Source: an optimization exercise on an open RTL-to-GDS flow (aim: small area, a short achievable clock period and few clock cycles per item). Production flows keep margins and buffers that such runs may drop. Where RTL was checked, it was by simulation tests only, not by an equivalence proof against the original.

## fe_mul51_core
module fe_mul51_core (
    input  wire         clk,
    input  wire         rst_n,
    input  wire         start,
    input  wire [319:0] a,
    input  wire [319:0] b,
    output reg          ready,
    output wire [319:0] out
);
==> flow/config.mk <==
export PLATFORM = sky130hd
export DESIGN_NAME = fe_mul51_core
export DESIGN_NICKNAME = fe_mul51_core
export VERILOG_FILES = /design/flow/design.v
export SDC_FILE = /design/flow/constraint.sdc
export NUM_CORES = 8
export LEC_CHECK = 0
export CAP_MARGIN = 20
export CORE_MARGIN = 2
export CORE_UTILIZATION = 55
export PLACE_DENSITY = 0.65
export SLEW_MARGIN = 20
export SYNTH_HIERARCHICAL = 1
export SYNTH_MINIMUM_KEEP_SIZE = 0
==> flow/constraint.sdc <==
create_clock -name core_clock -period 21.0 [get_ports {clk}]
set_input_delay 4.2000 -clock core_clock [delete_from_list [all_inputs] [get_ports {clk}]]
set_output_delay 4.2000 -clock core_clock [all_outputs]
set_load 0.01 [all_outputs]
standard.sh (not shown) runs the stock make flow with config.mk's settings and CLKGATE_MAP_FILE= SYNTH_SCRIPT=/design/flow/synth_recipe.tcl, a recipe that flattens the netlist after the stock synthesis.
==> flow/flow/run.sh <==
#!/bin/bash
# Own flow: the standard layout (standard.sh: same synthesis, same SDC and
# clock period, same steps), with three optimisation settings changed:
#  - repair_timing keeps a setup slack margin of 15.5 ns, so that it optimises
#    towards a shorter period than the constraint;
#  - the port buffers that the flow inserts on every input and output are
#    sky130_fd_sc_hd__buf_2 instead of the delay cell buffer_ports picks by default;
#  - MATCH_CELL_FOOTPRINT=0 lets the resizer change a cell's size freely.
# Tool output goes to standard.log here and to ORFS's logs under orfs/logs.
set -euo pipefail
export SETUP_SLACK_MARGIN=15.5
export BUFFER_PORTS_ARGS="-buffer_cell sky130_fd_sc_hd__buf_2"
bash standard.sh MATCH_CELL_FOOTPRINT=0 finish > standard.log 2>&1
The baseline passed the timing, design-rule and antenna checks.
Testbench counts at the start, summed over its fixed seeds: cycles 9,600, ops 960.
Change:
--- a/flow/design.v
+++ b/flow/design.v
@@ -13257,16 +13257,15 @@
   tselq u_tsel10 (.ty(ty), .tx(tx), .g(uqg12231), .p(uqp12232), .cv(cv), .y(ysel[10]), .yq(yqsel[10]), .t(tsel[10]));
   tselq u_tsel11 (.ty(ty), .tx(tx), .g(uqg12231), .p(uqp12232), .cv(cv), .y(ysel[11]), .yq(yqsel[11]), .t(tsel[11]));
   tselq u_tsel12 (.ty(ty), .tx(tx), .g(uqg12231), .p(uqp12232), .cv(cv), .y(ysel[12]), .yq(yqsel[12]), .t(tsel[12]));
   tselq u_tsel13 (.ty(ty), .tx(tx), .g(uqg12231), .p(uqp12232), .cv(cv), .y(ysel[13]), .yq(yqsel[13]), .t(tsel[13]));
   tselq u_tsel14 (.ty(ty), .tx(tx), .g(uqg12231), .p(uqp12232), .cv(cv), .y(ysel[14]), .yq(yqsel[14]), .t(tsel[14]));
   tselq u_tsel15 (.ty(ty), .tx(tx), .g(uqg12231), .p(uqp12232), .cv(cv), .y(ysel[15]), .yq(yqsel[15]), .t(tsel[15]));
   wire [254:0] qnext;
-  wire [40:0] qlx;
-  hold_mux_low u_qlx (.s(cv), .a(lxs[40:0]), .b(Q[40:0]), .y(qlx));
+  wire [40:0] qlx = cv ? lxs[40:0] : Q[40:0];
   assign qnext[0] = yqsel[0] ? lys[0] : qlx[0];
   assign qnext[1] = yqsel[0] ? lys[1] : qlx[1];
   assign qnext[2] = yqsel[0] ? lys[2] : qlx[2];
   assign qnext[3] = yqsel[0] ? lys[3] : qlx[3];
   assign qnext[4] = yqsel[0] ? lys[4] : qlx[4];
   assign qnext[5] = yqsel[0] ? lys[5] : qlx[5];
   assign qnext[6] = yqsel[0] ? lys[6] : qlx[6];
@@ -13300,16 +13299,15 @@
   assign qnext[34] = yqsel[2] ? lys[34] : qlx[34];
   assign qnext[35] = yqsel[2] ? lys[35] : qlx[35];
   assign qnext[36] = yqsel[2] ? lys[36] : qlx[36];
   assign qnext[37] = yqsel[2] ? lys[37] : qlx[37];
   assign qnext[38] = yqsel[2] ? lys[38] : qlx[38];
   assign qnext[39] = yqsel[2] ? lys[39] : qlx[39];
   assign qnext[40] = yqsel[2] ? lys[40] : qlx[40];
-  wire qu0 = cp[41] ^ (ysel[2] ? by : bx);
-  hold_mux1 u_qu (.s(cv), .a(qu0), .b(Q[41]), .y(qnext[41]));
+  assign qnext[41] = cv ? (cp[41] ^ (ysel[2] ? by : bx)) : Q[41];
   wire [212:0] uq = cv ? up[212:0] : Q[254:42];
   rbit u_rbitq0 (.u(uq[0]), .g(1'b0), .p(1'b1), .t(tsel[2]), .r(qnext[42]));
   wire gq1 = cv & ug[0];
   rbit u_rbitq1 (.u(uq[1]), .g(gq1), .p(up[0]), .t(tsel[2]), .r(qnext[43]));
   wire gq2 = cv & uqg10947;
   rbit u_rbitq2 (.u(uq[2]), .g(gq2), .p(uqp10948), .t(tsel[2]), .r(qnext[44]));
   wire gq3 = cv & uqg11159;
@@ -13789,20 +13787,14 @@
   assign e[42] = d[29] ^ d[28];
   assign e[43] = d[30] ? (~d[29] & ~d[28]) : (d[29] & d[28]);
   assign e[44] = d[30];
   assign e[45] = d[31] ^ d[30];
   assign e[46] = d[32] ? (~d[31] & ~d[30]) : (d[31] & d[30]);
   assign e[47] = d[32];
 endmodule
-module hold_mux_low (input wire s, input wire [40:0] a, input wire [40:0] b, output wire [40:0] y);
-  assign y = s ? a : b;
-endmodule
-module hold_mux1 (input wire s, input wire a, input wire b, output wire y);
-  assign y = s ? a : b;
-endmodule
 module hold_mux (input wire s, input wire [254:0] a, input wire [254:0] b, output wire [254:0] y);
   assign y = s ? a : b;
 endmodule
 module rbit (input wire u, input wire g, input wire p, input wire t, output wire r);
   assign r = u ^ (g | (p & t));
 endmodule
 module go_gate (input wire s, input wire b, output wire g);
- worst setup slack improves by 0.0077 ns
- synthesized cell count is about the same
- design area is about the same
- die area barely changes
- non-clock buffer count goes up by 19
- first-iteration DRC count hardly moves
- sequential share of layout area grows by 0.12 points
- area after synthesis hardly moves
- clock skew decreases by 0.021 ns
- critical path depth stays the same
- routed wire length barely changes
For the second run of this note, only the layout was checked, not whether the RTL still works.

==> what the ideal ports hide <==
In the flow no input, the clock included, has a driving cell. The finished layouts below were timed again as built, in two steps. Step 1 (the two cells are an assumption about what drives the block):
set clk [get_ports {clk}]
set_driving_cell -lib_cell sky130_fd_sc_hd__clkbuf_16 $clk
set_driving_cell -lib_cell sky130_fd_sc_hd__buf_2 [delete_from_list [all_inputs] $clk]
Step 2 adds t to the input delays and takes it off the output delays; t is the mean of the earliest and latest rising clock arrival at the registers after step 1. Input paths then give back, and output paths get back, about the clock's delay inside the block. Three values: ideal, step 1, step 2; two values: the first two.
run	t, ns	slack for setup (ns)	hold slack, ns
the first run	1.103	15.178 / 15.053 / 14.439	0.549 / 0.549 / 0.549
the second run	1.116	15.185 / 15.050 / 14.685	0.506 / 0.506 / 0.506
After both steps every run listed still meets setup and hold. For the first run, which loses most, drivers alone change the setup slack by -0.125 ns; drivers and shift together by -0.739 ns.
